Context: an optimization exercise on an open-source flow, tuned for small area and a short achievable clock period. The choices shown serve that exercise and are no tape-out recipe.
For this run, only the layout was checked, not whether the RTL still works.

==> flow/design.v <==
module cordic_advanced #(
    parameter DATA_WIDTH = 18,
    parameter ANGLE_WIDTH = 32,
    parameter ITERATIONS = 18,
    parameter PIPELINE_STAGES = 18
)(
    input  wire                         clk,
    input  wire                         rst_n,
    input  wire                         enable,
    input  wire signed [DATA_WIDTH-1:0] x_in,
    input  wire signed [DATA_WIDTH-1:0] y_in,
    input  wire signed [ANGLE_WIDTH-1:0] z_in,
    input  wire                         data_valid_in,
    output wire                         data_ready_out,
    output wire signed [DATA_WIDTH:0]   x_out,
    output wire signed [DATA_WIDTH:0]   y_out,
    output wire signed [ANGLE_WIDTH-1:0] z_out,
    output wire                         data_valid_out,
    input  wire                         data_ready_in,
    output wire                         overflow,
    output wire [15:0]                  iterations_count,
    output wire [31:0]                  throughput_counter
);
    assign data_ready_out = enable;
    wire accept = enable & data_valid_in;
    wire [18:0] xe = {x_in[17], x_in};
    wire [18:0] ye = {y_in[17], y_in};
    wire [18:0] nxe = -xe;
    wire [18:0] nye = -ye;
    wire q1 = z_in[31], q0 = z_in[30];
    wire [18:0] xa = (q1 == q0) ? xe : nxe;
    wire [18:0] xb = q1 ? ye : nye;
    wire [18:0] ya = q1 ? nxe : xe;
    wire [18:0] yb = (q1 == q0) ? ye : nye;
    wire [18:0] x1;
    add_bk_19 u_x1 (.a(xa), .b(xb), .ci(1'b0), .s(x1));
    wire [18:0] y1;
    add_bk_19 u_y1 (.a(ya), .b(yb), .ci(1'b0), .s(y1));
    wire [29:0] z1 = {~z_in[29], z_in[28:0]};
    wire v1 = data_valid_in;
    reg [18:0] xq1, yq1;
    reg [29:0] zq1;
    reg vq1;
    always @(posedge clk) if (enable) begin xq1 <= x1; yq1 <= y1; zq1 <= z1; end
    always @(posedge clk or negedge rst_n)
        if (!rst_n) vq1 <= 1'b0; else if (enable) vq1 <= v1;
    wire d1 = zq1[29];
    wire d2;
    wire [28:0] z3;
    zpair_1 u_zp1 (.z(zq1), .dn(d2), .zo(z3));
    wire [18:0] xb1 = {{1{yq1[18]}}, yq1[18:1]} ^ {19{~d1}};
    wire [18:0] yb1 = {{1{xq1[18]}}, xq1[18:1]} ^ {19{d1}};
    wire [18:0] x1h;
    add_bk_19 u_x1h (.a(xq1), .b(xb1), .ci(~d1), .s(x1h));
    wire [18:0] y1h;
    add_bk_19 u_y1h (.a(yq1), .b(yb1), .ci(d1), .s(y1h));
    wire [18:0] xb2 = {{2{y1h[18]}}, y1h[18:2]} ^ {19{~d2}};
    wire [18:0] yb2 = {{2{x1h[18]}}, x1h[18:2]} ^ {19{d2}};
    wire [18:0] x3;
    add_bk_19 u_x3 (.a(x1h), .b(xb2), .ci(~d2), .s(x3));
    wire [18:0] y3;
    add_bk_19 u_y3 (.a(y1h), .b(yb2), .ci(d2), .s(y3));
    wire v3 = vq1;
    reg [18:0] xq3, yq3;
    reg [28:0] zq3;
    reg vq3;
    always @(posedge clk) if (enable) begin xq3 <= x3; yq3 <= y3; zq3 <= z3; end
    always @(posedge clk or negedge rst_n)
        if (!rst_n) vq3 <= 1'b0; else if (enable) vq3 <= v3;
    wire d3 = zq3[28];
    wire d4;
    wire [26:0] z5;
    zpair_3 u_zp3 (.z(zq3), .dn(d4), .zo(z5));
    wire [18:0] xb3 = {{3{yq3[18]}}, yq3[18:3]} ^ {19{~d3}};
    wire [18:0] yb3 = {{3{xq3[18]}}, xq3[18:3]} ^ {19{d3}};
    wire [18:0] x3h;
    add_bk_19 u_x3h (.a(xq3), .b(xb3), .ci(~d3), .s(x3h));
    wire [18:0] y3h;
    add_bk_19 u_y3h (.a(yq3), .b(yb3), .ci(d3), .s(y3h));
    wire [18:0] xb4 = {{4{y3h[18]}}, y3h[18:4]} ^ {19{~d4}};
    wire [18:0] yb4 = {{4{x3h[18]}}, x3h[18:4]} ^ {19{d4}};
    wire [18:0] x5;
    add_bk_19 u_x5 (.a(x3h), .b(xb4), .ci(~d4), .s(x5));
    wire [18:0] y5;
    add_bk_19 u_y5 (.a(y3h), .b(yb4), .ci(d4), .s(y5));
    wire v5 = vq3;
    reg [18:0] xq5, yq5;
    reg [26:0] zq5;
    reg vq5;
    always @(posedge clk) if (enable) begin xq5 <= x5; yq5 <= y5; zq5 <= z5; end
    always @(posedge clk or negedge rst_n)
        if (!rst_n) vq5 <= 1'b0; else if (enable) vq5 <= v5;
    wire d5 = zq5[26];
    wire d6;
    wire [24:0] z7;
    zpair_5 u_zp5 (.z(zq5), .dn(d6), .zo(z7));
    wire [18:0] xb5 = {{5{yq5[18]}}, yq5[18:5]} ^ {19{~d5}};
    wire [18:0] yb5 = {{5{xq5[18]}}, xq5[18:5]} ^ {19{d5}};
    wire [18:0] x5h;
    add_bk_19 u_x5h (.a(xq5), .b(xb5), .ci(~d5), .s(x5h));
    wire [18:0] y5h;
    add_bk_19 u_y5h (.a(yq5), .b(yb5), .ci(d5), .s(y5h));
    wire [18:0] xb6 = {{6{y5h[18]}}, y5h[18:6]} ^ {19{~d6}};
    wire [18:0] yb6 = {{6{x5h[18]}}, x5h[18:6]} ^ {19{d6}};
    wire [18:0] x7;
    add_bk_19 u_x7 (.a(x5h), .b(xb6), .ci(~d6), .s(x7));
    wire [18:0] y7;
    add_bk_19 u_y7 (.a(y5h), .b(yb6), .ci(d6), .s(y7));
    wire v7 = vq5;
    reg [18:0] xq7, yq7;
    reg [24:0] zq7;
    reg vq7;
    always @(posedge clk) if (enable) begin xq7 <= x7; yq7 <= y7; zq7 <= z7; end
    always @(posedge clk or negedge rst_n)
        if (!rst_n) vq7 <= 1'b0; else if (enable) vq7 <= v7;
    wire d7 = zq7[24];
    wire d8;
    wire [22:0] z9;
    zpair_7 u_zp7 (.z(zq7), .dn(d8), .zo(z9));
    wire [18:0] xb7 = {{7{yq7[18]}}, yq7[18:7]} ^ {19{~d7}};
    wire [18:0] yb7 = {{7{xq7[18]}}, xq7[18:7]} ^ {19{d7}};
    wire [18:0] x7h;
    add_bk_19 u_x7h (.a(xq7), .b(xb7), .ci(~d7), .s(x7h));
    wire [18:0] y7h;
    add_bk_19 u_y7h (.a(yq7), .b(yb7), .ci(d7), .s(y7h));
    wire [18:0] xb8 = {{8{y7h[18]}}, y7h[18:8]} ^ {19{~d8}};
    wire [18:0] yb8 = {{8{x7h[18]}}, x7h[18:8]} ^ {19{d8}};
    wire [18:0] x9;
    add_bk_19 u_x9 (.a(x7h), .b(xb8), .ci(~d8), .s(x9));
    wire [18:0] y9;
    add_bk_19 u_y9 (.a(y7h), .b(yb8), .ci(d8), .s(y9));
    wire v9 = vq7;
    reg [18:0] xq9, yq9;
    reg [22:0] zq9;
    reg vq9;
    always @(posedge clk) if (enable) begin xq9 <= x9; yq9 <= y9; zq9 <= z9; end
    always @(posedge clk or negedge rst_n)
        if (!rst_n) vq9 <= 1'b0; else if (enable) vq9 <= v9;
    wire d9 = zq9[22];
    wire d10;
    wire [20:0] z11;
    zpair_9 u_zp9 (.z(zq9), .dn(d10), .zo(z11));
    wire [18:0] xb9 = {{9{yq9[18]}}, yq9[18:9]} ^ {19{~d9}};
    wire [18:0] yb9 = {{9{xq9[18]}}, xq9[18:9]} ^ {19{d9}};
    wire [18:0] x9h;
    add_bk_19 u_x9h (.a(xq9), .b(xb9), .ci(~d9), .s(x9h));
    wire [18:0] y9h;
    add_bk_19 u_y9h (.a(yq9), .b(yb9), .ci(d9), .s(y9h));
    wire [18:0] xb10 = {{10{y9h[18]}}, y9h[18:10]} ^ {19{~d10}};
    wire [18:0] yb10 = {{10{x9h[18]}}, x9h[18:10]} ^ {19{d10}};
    wire [18:0] x11;
    add_bk_19 u_x11 (.a(x9h), .b(xb10), .ci(~d10), .s(x11));
    wire [18:0] y11;
    add_bk_19 u_y11 (.a(y9h), .b(yb10), .ci(d10), .s(y11));
    wire v11 = vq9;
    reg [18:0] xq11, yq11;
    reg [20:0] zq11;
    reg vq11;
    always @(posedge clk) if (enable) begin xq11 <= x11; yq11 <= y11; zq11 <= z11; end
    always @(posedge clk or negedge rst_n)
        if (!rst_n) vq11 <= 1'b0; else if (enable) vq11 <= v11;
    wire d11 = zq11[20];
    wire d12;
    wire [18:0] z13;
    zpair_11 u_zp11 (.z(zq11), .dn(d12), .zo(z13));
    wire [18:0] xb11 = {{11{yq11[18]}}, yq11[18:11]} ^ {19{~d11}};
    wire [18:0] yb11 = {{11{xq11[18]}}, xq11[18:11]} ^ {19{d11}};
    wire [18:0] x11h;
    add_bk_19 u_x11h (.a(xq11), .b(xb11), .ci(~d11), .s(x11h));
    wire [18:0] y11h;
    add_bk_19 u_y11h (.a(yq11), .b(yb11), .ci(d11), .s(y11h));
    wire [18:0] xb12 = {{12{y11h[18]}}, y11h[18:12]} ^ {19{~d12}};
    wire [18:0] yb12 = {{12{x11h[18]}}, x11h[18:12]} ^ {19{d12}};
    wire [18:0] x13;
    add_bk_19 u_x13 (.a(x11h), .b(xb12), .ci(~d12), .s(x13));
    wire [18:0] y13;
    add_bk_19 u_y13 (.a(y11h), .b(yb12), .ci(d12), .s(y13));
    wire v13 = vq11;
    reg [18:0] xq13, yq13;
    reg [18:0] zq13;
    reg vq13;
    always @(posedge clk) if (enable) begin xq13 <= x13; yq13 <= y13; zq13 <= z13; end
    always @(posedge clk or negedge rst_n)
        if (!rst_n) vq13 <= 1'b0; else if (enable) vq13 <= v13;
    wire d13 = zq13[18];
    wire d14;
    wire [16:0] z15;
    zpair_13 u_zp13 (.z(zq13), .dn(d14), .zo(z15));
    wire [18:0] xb13 = {{13{yq13[18]}}, yq13[18:13]} ^ {19{~d13}};
    wire [18:0] yb13 = {{13{xq13[18]}}, xq13[18:13]} ^ {19{d13}};
    wire [18:0] x13h;
    add_bk_19 u_x13h (.a(xq13), .b(xb13), .ci(~d13), .s(x13h));
    wire [18:0] y13h;
    add_bk_19 u_y13h (.a(yq13), .b(yb13), .ci(d13), .s(y13h));
    wire [18:0] xb14 = {{14{y13h[18]}}, y13h[18:14]} ^ {19{~d14}};
    wire [18:0] yb14 = {{14{x13h[18]}}, x13h[18:14]} ^ {19{d14}};
    wire [18:0] x15;
    add_bk_19 u_x15 (.a(x13h), .b(xb14), .ci(~d14), .s(x15));
    wire [18:0] y15;
    add_bk_19 u_y15 (.a(y13h), .b(yb14), .ci(d14), .s(y15));
    wire v15 = vq13;
    reg [18:0] xq15, yq15;
    reg [16:0] zq15;
    reg vq15;
    always @(posedge clk) if (enable) begin xq15 <= x15; yq15 <= y15; zq15 <= z15; end
    always @(posedge clk or negedge rst_n)
        if (!rst_n) vq15 <= 1'b0; else if (enable) vq15 <= v15;
    wire d15 = zq15[16];
    wire d16;
    wire [14:0] z17;
    zpair_15 u_zp15 (.z(zq15), .dn(d16), .zo(z17));
    wire [18:0] xb15 = {{15{yq15[18]}}, yq15[18:15]} ^ {19{~d15}};
    wire [18:0] yb15 = {{15{xq15[18]}}, xq15[18:15]} ^ {19{d15}};
    wire [18:0] x15h;
    add_bk_19 u_x15h (.a(xq15), .b(xb15), .ci(~d15), .s(x15h));
    wire [18:0] y15h;
    add_bk_19 u_y15h (.a(yq15), .b(yb15), .ci(d15), .s(y15h));
    wire [18:0] xb16 = {{16{y15h[18]}}, y15h[18:16]} ^ {19{~d16}};
    wire [18:0] yb16 = {{16{x15h[18]}}, x15h[18:16]} ^ {19{d16}};
    wire [18:0] x17;
    add_bk_19 u_x17 (.a(x15h), .b(xb16), .ci(~d16), .s(x17));
    wire [18:0] y17;
    add_bk_19 u_y17 (.a(y15h), .b(yb16), .ci(d16), .s(y17));
    wire v17 = vq15;
    reg [18:0] xq17, yq17;
    reg [14:0] zq17;
    reg vq17;
    always @(posedge clk) if (enable) begin xq17 <= x17; yq17 <= y17; zq17 <= z17; end
    always @(posedge clk or negedge rst_n)
        if (!rst_n) vq17 <= 1'b0; else if (enable) vq17 <= v17;
    wire d17 = zq17[14];
    wire [18:0] xb17 = {{17{yq17[18]}}, yq17[18:17]} ^ {19{~d17}};
    wire [18:0] yb17 = {{17{xq17[18]}}, xq17[18:17]} ^ {19{d17}};
    wire [18:0] x18;
    add_bk_19 u_x18 (.a(xq17), .b(xb17), .ci(~d17), .s(x18));
    wire [18:0] y18;
    add_bk_19 u_y18 (.a(yq17), .b(yb17), .ci(d17), .s(y18));
    wire [13:0] z18 = zq17[13:0] + (d17 ? 14'h145f : 14'h2ba1);
    assign x_out = x18;
    assign y_out = y18;
    assign z_out = {{18{z18[13]}}, z18};
    assign data_valid_out = vq17;
    reg        overflow_flag;
    reg [15:0] iteration_counter;
    reg [31:0] throughput_cnt;
    assign overflow = overflow_flag;
    assign iterations_count = iteration_counter;
    assign throughput_counter = throughput_cnt;
    always @(posedge clk or negedge rst_n) begin
        if (!rst_n) begin
            overflow_flag <= 1'b0;
            iteration_counter <= 16'd0;
            throughput_cnt <= 32'd0;
        end else begin
            if (data_valid_out)
                overflow_flag <= (x_out == 19'h40000) || (y_out == 19'h40000);
            if (accept)
                iteration_counter <= iteration_counter + 16'd1;
            if (data_valid_out && data_ready_in)
                throughput_cnt <= throughput_cnt + 32'd1;
        end
    end
endmodule
module add_bk_19 (input [18:0] a, input [18:0] b, input ci, output [18:0] s);
    wire [18:0] p = a ^ b;
    wire [18:0] g = a & b;
    wire [18:0] c;
    wire Gu0_1 = g[1] | (p[1] & (g[0] | (p[0] & ci)));
    wire Gu0_3 = g[3] | (p[3] & g[2]);
    wire Pu0_3 = p[3] & p[2];
    wire Gu0_5 = g[5] | (p[5] & g[4]);
    wire Pu0_5 = p[5] & p[4];
    wire Gu0_7 = g[7] | (p[7] & g[6]);
    wire Pu0_7 = p[7] & p[6];
    wire Gu0_9 = g[9] | (p[9] & g[8]);
    wire Pu0_9 = p[9] & p[8];
    wire Gu0_11 = g[11] | (p[11] & g[10]);
    wire Pu0_11 = p[11] & p[10];
    wire Gu0_13 = g[13] | (p[13] & g[12]);
    wire Pu0_13 = p[13] & p[12];
    wire Gu0_15 = g[15] | (p[15] & g[14]);
    wire Pu0_15 = p[15] & p[14];
    wire Gu0_17 = g[17] | (p[17] & g[16]);
    wire Pu0_17 = p[17] & p[16];
    wire Gu1_3 = Gu0_3 | (Pu0_3 & Gu0_1);
    wire Pu1_3 = Pu0_3 & p[1];
    wire Gu1_7 = Gu0_7 | (Pu0_7 & Gu0_5);
    wire Pu1_7 = Pu0_7 & Pu0_5;
    wire Gu1_11 = Gu0_11 | (Pu0_11 & Gu0_9);
    wire Pu1_11 = Pu0_11 & Pu0_9;
    wire Gu1_15 = Gu0_15 | (Pu0_15 & Gu0_13);
    wire Pu1_15 = Pu0_15 & Pu0_13;
    wire Gu2_7 = Gu1_7 | (Pu1_7 & Gu1_3);
    wire Pu2_7 = Pu1_7 & Pu1_3;
    wire Gu2_15 = Gu1_15 | (Pu1_15 & Gu1_11);
    wire Pu2_15 = Pu1_15 & Pu1_11;
    wire Gu3_15 = Gu2_15 | (Pu2_15 & Gu2_7);
    wire Pu3_15 = Pu2_15 & Pu2_7;
    wire Gd2_11 = Gu1_11 | (Pu1_11 & Gu2_7);
    wire Pd2_11 = Pu1_11 & Pu2_7;
    wire Gd1_5 = Gu0_5 | (Pu0_5 & Gu1_3);
    wire Pd1_5 = Pu0_5 & Pu1_3;
    wire Gd1_9 = Gu0_9 | (Pu0_9 & Gu2_7);
    wire Pd1_9 = Pu0_9 & Pu2_7;
    wire Gd1_13 = Gu0_13 | (Pu0_13 & Gd2_11);
    wire Pd1_13 = Pu0_13 & Pd2_11;
    wire Gd1_17 = Gu0_17 | (Pu0_17 & Gu3_15);
    wire Pd1_17 = Pu0_17 & Pu3_15;
    wire Gd0_2 = g[2] | (p[2] & Gu0_1);
    wire Pd0_2 = p[2] & p[1];
    wire Gd0_4 = g[4] | (p[4] & Gu1_3);
    wire Pd0_4 = p[4] & Pu1_3;
    wire Gd0_6 = g[6] | (p[6] & Gd1_5);
    wire Pd0_6 = p[6] & Pd1_5;
    wire Gd0_8 = g[8] | (p[8] & Gu2_7);
    wire Pd0_8 = p[8] & Pu2_7;
    wire Gd0_10 = g[10] | (p[10] & Gd1_9);
    wire Pd0_10 = p[10] & Pd1_9;
    wire Gd0_12 = g[12] | (p[12] & Gd2_11);
    wire Pd0_12 = p[12] & Pd2_11;
    wire Gd0_14 = g[14] | (p[14] & Gd1_13);
    wire Pd0_14 = p[14] & Pd1_13;
    wire Gd0_16 = g[16] | (p[16] & Gu3_15);
    wire Pd0_16 = p[16] & Pu3_15;
    assign c[0] = ci;
    assign c[1] = (g[0] | (p[0] & ci));
    assign c[2] = Gu0_1;
    assign c[3] = Gd0_2;
    assign c[4] = Gu1_3;
    assign c[5] = Gd0_4;
    assign c[6] = Gd1_5;
    assign c[7] = Gd0_6;
    assign c[8] = Gu2_7;
    assign c[9] = Gd0_8;
    assign c[10] = Gd1_9;
    assign c[11] = Gd0_10;
    assign c[12] = Gd2_11;
    assign c[13] = Gd0_12;
    assign c[14] = Gd1_13;
    assign c[15] = Gd0_14;
    assign c[16] = Gu3_15;
    assign c[17] = Gd0_16;
    assign c[18] = Gd1_17;
    assign s = p ^ c;
endmodule
module zpair_1 (input [29:0] z, output dn, output [28:0] zo);
    wire d = z[29];
    wire [29:0] zp = z[29:0] + 30'h12e4051e;
    wire [29:0] zm = z[29:0] + 30'h2d1bfae2;
    assign dn = d ? zp[29] : zm[29];
    wire [28:0] k = d ? (dn ? 29'h1cdf3d79 : 29'h8e8ccc3) : (dn ? 29'h1717333d : 29'h320c287);
    assign zo = z[28:0] + k;
endmodule
module zpair_11 (input [20:0] z, output dn, output [18:0] zo);
    wire d = z[20];
    wire [19:0] zp = z[19:0] + 20'h517cc;
    wire [19:0] zm = z[19:0] + 20'hae834;
    assign dn = d ? zp[19] : zm[19];
    wire [18:0] k = d ? (dn ? 19'h7a3b2 : 19'h28be6) : (dn ? 19'h5741a : 19'h5c4e);
    assign zo = z[18:0] + k;
endmodule
module zpair_13 (input [18:0] z, output dn, output [16:0] zo);
    wire d = z[18];
    wire [17:0] zp = z[17:0] + 18'h145f3;
    wire [17:0] zm = z[17:0] + 18'h2ba0d;
    assign dn = d ? zp[17] : zm[17];
    wire [16:0] k = d ? (dn ? 17'h1e8ec : 17'ha2fa) : (dn ? 17'h15d06 : 17'h1714);
    assign zo = z[16:0] + k;
endmodule
module zpair_15 (input [16:0] z, output dn, output [14:0] zo);
    wire d = z[16];
    wire [15:0] zp = z[15:0] + 16'h517d;
    wire [15:0] zm = z[15:0] + 16'hae83;
    assign dn = d ? zp[15] : zm[15];
    wire [14:0] k = d ? (dn ? 15'h7a3b : 15'h28bf) : (dn ? 15'h5741 : 15'h5c5);
    assign zo = z[14:0] + k;
endmodule
module zpair_3 (input [28:0] z, output dn, output [26:0] zo);
    wire d = z[28];
    wire [27:0] zp = z[27:0] + 28'h51111d4;
    wire [27:0] zm = z[27:0] + 28'haeeee2c;
    assign dn = d ? zp[27] : zm[27];
    wire [26:0] k = d ? (dn ? 27'h79c1f17 : 27'h2860491) : (dn ? 27'h579fb6f : 27'h63e0e9);
    assign zo = z[26:0] + k;
endmodule
module zpair_5 (input [26:0] z, output dn, output [24:0] zo);
    wire d = z[26];
    wire [25:0] zp = z[25:0] + 26'h145d7e1;
    wire [25:0] zm = z[25:0] + 26'h2ba281f;
    assign dn = d ? zp[25] : zm[25];
    wire [24:0] k = d ? (dn ? 25'h1e8cdff : 25'ha2e1c3) : (dn ? 25'h15d1e3d : 25'h173201);
    assign zo = z[24:0] + k;
endmodule
module zpair_7 (input [24:0] z, output dn, output [22:0] zo);
    wire d = z[24];
    wire [23:0] zp = z[23:0] + 24'h517c55;
    wire [23:0] zm = z[23:0] + 24'hae83ab;
    assign dn = d ? zp[23] : zm[23];
    wire [22:0] k = d ? (dn ? 23'h7a3aa8 : 23'h28be02) : (dn ? 23'h5741fe : 23'h5c558);
    assign zo = z[22:0] + k;
endmodule
module zpair_9 (input [22:0] z, output dn, output [20:0] zo);
    wire d = z[22];
    wire [21:0] zp = z[21:0] + 22'h145f2e;
    wire [21:0] zm = z[21:0] + 22'h2ba0d2;
    assign dn = d ? zp[21] : zm[21];
    wire [20:0] k = d ? (dn ? 21'h1e8ec6 : 21'ha2f96) : (dn ? 21'h15d06a : 21'h1713a);
    assign zo = z[20:0] + k;
endmodule
==> flow/run.sh <==
#!/bin/bash
# synth_recipe.tcl (not shown) runs the flow's synth.tcl, then flattens the netlist and writes it again
# the make line also repeats each setting of config.mk as NAME=value (left out here)
make -C /OpenROAD-flow-scripts/flow DESIGN_CONFIG=/design/flow/config.mk WORK_HOME=/design/flow/orfs CLKGATE_MAP_FILE= SYNTH_SCRIPT=/design/flow/synth_recipe.tcl finish
==> flow/config.mk <==
export PLATFORM = sky130hd
export DESIGN_NAME = cordic_advanced
export DESIGN_NICKNAME = cordic_advanced
export VERILOG_FILES = /design/flow/design.v
export SDC_FILE = /design/flow/constraint.sdc
export NUM_CORES = 4
export LEC_CHECK = 0
export CAP_MARGIN = 20
export CORE_MARGIN = 2
export CORE_UTILIZATION = 40
export SLEW_MARGIN = 20
export SYNTH_HIERARCHICAL = 1
==> flow/constraint.sdc <==
create_clock -name core_clock -period 4.5 [get_ports {clk}]
set_input_delay 0.9000 -clock core_clock [delete_from_list [all_inputs] [get_ports {clk}]]
set_output_delay 0.9000 -clock core_clock [all_outputs]
set_load 0.01 [all_outputs]
==> summary.txt <==
Status
  – Outcome: finished with violations
  – Violated checks: negative setup slack

Setup path
  – Worst stage delay on the critical path: 0.56 ns
  – Crit. End Element: register
  – CP most frequent cell: sky130_fd_sc_hd__a21o_1
  – Maximum net fanout on the critical path: 4
  – CP arrival: 6.02 ns
  – Critical path start-end classification: reg2reg
  – Worst-path cell with the longest stage delay: sky130_fd_sc_hd__fa_2
  – List of cells traversed by the critical path: buf_6, buf_4, buf_8, xnor2_4, fa_2, a211o_1, a211oi_2, o31ai_4, buf_4, a21o_1, a21o_1, fa_2, xor2_2, ha_1, a211o_1, a211oi_4, o31ai_4, a21o_1, a21o_1, fa_2, xor2_1
  – Critical path launch point type: register
  – Critical path data required time: 4.93 ns

Global route
  – Number of global-route vias before repair: 53403
  – Largest net degree at the start of global routing: 142
  – Antenna violations before repair: 0
  – Overflow after GRT: 0
  – First-pass GRT wire length: 254400 µm
  – All-layer global routing usage: 18.66%

Yosys
  – Gate count after technology mapping: 6062
  – Post-synthesis average cell area: 10.54 µm²
  – Number of synthesized flops with an enable pin: 548
  – Sequential cell area fraction in the yosys report: 28.03%
  – Number of storage elements in the synthesis netlist: 606
  – Main flop type after synthesis: sky130_fd_sc_hd__edfxtp_1
  – Cell variety after synth: 124
  – Yosys warns: 7
  – Synth async-reset ratio: 9.571%
  – Total standard cell area after synthesis: 63890 µm²

Clock tree
  – Quantity of hold-fixing buffers added after cts: 0
  – Source-to-sink clock delay at the later pin of the worst-skew pair: 0.69 ns
  – Max H-tree Level: 3
  – Number of CTS-inserted buffers: 78
  – Clock-pin slew on the worst setup and hold paths: 0.06 ns
  – TritonCTS clock tree: done
  – Clock Sink Count: 606
  – Cell at the root of the clock tree: sky130_fd_sc_hd__clkbuf_16
  – Maximum clock insertion buffer count: 3

Flow run
  – Reported max-cap violation count: 0

Floorplanning
  – Placement Rows: 146
  – Total I/O pin count: 194
  – Total Die Area: 162900 µm²
  – Initial standard-cell utilization of the core: 40.29%
  – Area inside the core boundary: 158600 µm²
  – Chip height: 403.6 µm
  – Overall die width: 403.6 µm

Timing
  – Minimum clock period: 5.586 ns
  – Period utilisation layout: 124.1%
  – Worst Slack Setup Final: -1.086 ns
  – Count of final hold-check violations: 0
  – Actual slew at the worst max-slew pin: 0.8249 ns
  – Setup repair after global routing missed its margin: true
  – Hold slack final: 0.1858 ns
  – Worst rel slew slack: 45.01%
  – Setup clock skew after layout: 0.03362 ns
  – Pins over their slew limit: 0
  – Finish-stage setup viols: 280
  – Max frequency: 0.1790 GHz
  – Total negative slack: -136.46 ns

Cells and area
  – Inserted Diodes: 0
  – Area used by sequential logic in the layout: 17910 µm²
  – Layout-stage area growth over the synthesis result: 39.40%
  – Number of inserted filler cells in the final layout: 13420
  – Area taken by multi-input logic gates: 47450 µm²
  – Layout cells sized above 1: 34.36%
  – Total Nets Final: 9254

Worst hold path
  – Hold Crit Class: in2async

Placed design
  – IO Port Bufs: 193
  – Total half-perimeter wirelength after legalization and detailed placement: 121600 µm
  – RD Place Congestion: 0.8599

Detailed routing
  – Mean number of vias per cell: 5.027
  – Via count: 50778
  – First-iteration detailed-routing DRC count: 2027
  – Total Routed Length: 153600 µm
  – DR DRC count: 0
  – First drt pass iteration count: 5
  – Wire per inst: 15.20 µm
  – Post-route antenna net violation count: 0
## Yosys stat by module, one instance, submodules excluded, a selection
module / times used / area, µm²
cordic_advanced: 1 / 24260
zpair_5: 1 / 2081
zpair_9: 1 / 1713
zpair_13: 1 / 1036
zpair_15: 1 / 992.2
add_bk_19: 36 / 728.2
## what timing repair did
action / CTS / global route
gates cloned: 6 / 0
gates resized for setup: 643 / 185
setup endpoints to repair: 356 / 364
buffers inserted: 196 / 95
pin swaps: 375 / 232
endpoints found under the hold margin: 0 / 0
## final timing paths
| path | start | to | slack (ns) | cells past startpoint |
|---|---|---|---|---|
| max | zq11[20] | yq13[15] | -1.09 | 21 |
| min | rst_n | throughput_cnt[15] | 0.19 | 1 |
| max reg2reg | zq11[20] | yq13[15] | -1.09 | 21 |
| min reg2reg | zq11[0] | zq13[0] | 0.43 | 0 |
| max in group asynchronous | rst_n | vq17 | 3.47 | 2 |
| min in group core_clock | zq11[0] | zq13[0] | 0.43 | 0 |
## layout make-up
cell class / count / share of cell area, %
tap: 2072 / 2.911
inverter: 568 / 2.480
sequential: 606 / 20.11
clock buffer: 95 / 2.416
clock inverter: 45 / 0.6561
timing repair buffer: 1973 / 18.14
multi-input combinational: 4740 / 53.28
timing repair inverter: 2 / 0.01405
## cells by family after synthesis
| kind of cell | count (synthesis) | synth area share [%] |
|---|---|---|
| AO/OA/AOI/OAI | 1551 | 17.31 |
| adder cells (fa/ha/maj) | 1230 | 28.34 |
| XOR/XNOR | 1003 | 13.92 |
| AND/OR/NAND/NOR | 922 | 7.368 |
| buffers and inverters | 717 | 4.497 |
| flip-flops | 606 | 28.03 |
| multiplexers | 32 | 0.5288 |
| other | 1 | 0.005870 |
## flip-flops by register name, summed over array words and instances (netlist names), 21 cells and up
register	flops
zq5	27
zq11	21
zq7	25
zq1	30
zq9	23
throughput_cnt	32
zq3	29
## worst max-delay path: cells and delay by family, from the launching register on
kind / cells / cell delay, ns
adder cells (fa/ha/maj): 4 / 1.55
AO/OA/AOI/OAI: 10 / 2.30
flip-flops: 1 / 0.40
buffers and inverters: 4 / 0.58
XOR/XNOR: 3 / 0.51
## layer usage
layer	GRT usage [%]	up-vias	wire length, µm	share of wire, %
met5	0	-	0	0
met4	5.780	0	4337	2.8
met3	1.800	235	3555	2.3
met2	37.63	621	84990	55
met1	20.08	24383	60690	40
li1	-	25539	-	-
## layout by cell type, fill, tap and decap left out, types with 56 or more instances in the layout
cell and count:
sky130_fd_sc_hd__inv_2 56, sky130_fd_sc_hd__fa_2 212, sky130_fd_sc_hd__ha_4 76, sky130_fd_sc_hd__o21a_1 100, sky130_fd_sc_hd__dfrtp_1 58, sky130_fd_sc_hd__nand2_1 257
sky130_fd_sc_hd__nand3_1 86, sky130_fd_sc_hd__o211ai_1 63, sky130_fd_sc_hd__o21ai_0 153, sky130_fd_sc_hd__clkdlybuf4s50_1 161, sky130_fd_sc_hd__fa_1 155, sky130_fd_sc_hd__a21oi_1 319
sky130_fd_sc_hd__buf_6 106, sky130_fd_sc_hd__a21o_1 277, sky130_fd_sc_hd__nand2b_1 64, sky130_fd_sc_hd__clkbuf_16 83, sky130_fd_sc_hd__edfxtp_1 548, sky130_fd_sc_hd__buf_4 1635
sky130_fd_sc_hd__xor2_1 421, sky130_fd_sc_hd__nor2_1 166, sky130_fd_sc_hd__inv_1 499, sky130_fd_sc_hd__ha_1 765, sky130_fd_sc_hd__xnor2_1 448, sky130_fd_sc_hd__and3_1 62
## Yosys cell counts (58+ instances only)
library cell | n | area share [%]
sky130_fd_sc_hd__ha_1 | 845 | 17
sky130_fd_sc_hd__inv_1 | 561 | 3.3
sky130_fd_sc_hd__edfxtp_1 | 548 | 26
sky130_fd_sc_hd__xnor2_1 | 508 | 7.0
sky130_fd_sc_hd__xor2_1 | 485 | 6.6
sky130_fd_sc_hd__a21oi_1 | 378 | 3.0
sky130_fd_sc_hd__fa_1 | 367 | 12
sky130_fd_sc_hd__a21o_1 | 277 | 3.3
sky130_fd_sc_hd__nand2_1 | 263 | 1.5
sky130_fd_sc_hd__o21ai_0 | 191 | 1.5
sky130_fd_sc_hd__nor2_1 | 171 | 1.0
sky130_fd_sc_hd__o21a_1 | 101 | 1.2
sky130_fd_sc_hd__nand3_1 | 89 | 0.70
sky130_fd_sc_hd__clkbuf_1 | 77 | 0.45
sky130_fd_sc_hd__nand2b_1 | 64 | 0.63
sky130_fd_sc_hd__and3_1 | 63 | 0.62
sky130_fd_sc_hd__o211ai_1 | 63 | 0.74
sky130_fd_sc_hd__o31ai_1 | 61 | 0.72
sky130_fd_sc_hd__dfrtp_1 | 58 | 2.3
## through the flow
step | setup slack (ns) | area, µm² | util, % | instances
floorplan | -1.586 | 65560 | - | 6063
global placement | -1.039 | 80630 | 50.85 | 9702
detailed placement | -1.166 | 80630 | 50.85 | 9702
CTS | -1.080 | 87570 | 55.23 | 10027
global route | -1.234 | 89060 | 56.17 | 10101
finish | -1.086 | 89060 | 56.17 | 10101

==> re-timing with driven ports <==
No port has a modelled driver above. Below, the same layout with a new extraction and two added sets of constraints. Step 1, drivers: a clkbuf_16 drives clk and a buf_2 each remaining input, both assumed. Step 2 adds t to the input delays and takes it off the output delays; t is the mean of the earliest and latest rising clock arrival at the registers after step 1. Input paths then give back, and output paths get back, about the clock's delay inside the block. a / b / c = ideal ports / drivers / drivers and shift; a / b = the first two.
t (ns): 0.754
slack for setup (ns): -1.086 / -1.086 / -1.086
worst slew at a driven data input, ns: 0.05
For this run, drivers alone change the setup slack by 0.000 ns; drivers and shift together by 0.000 ns.
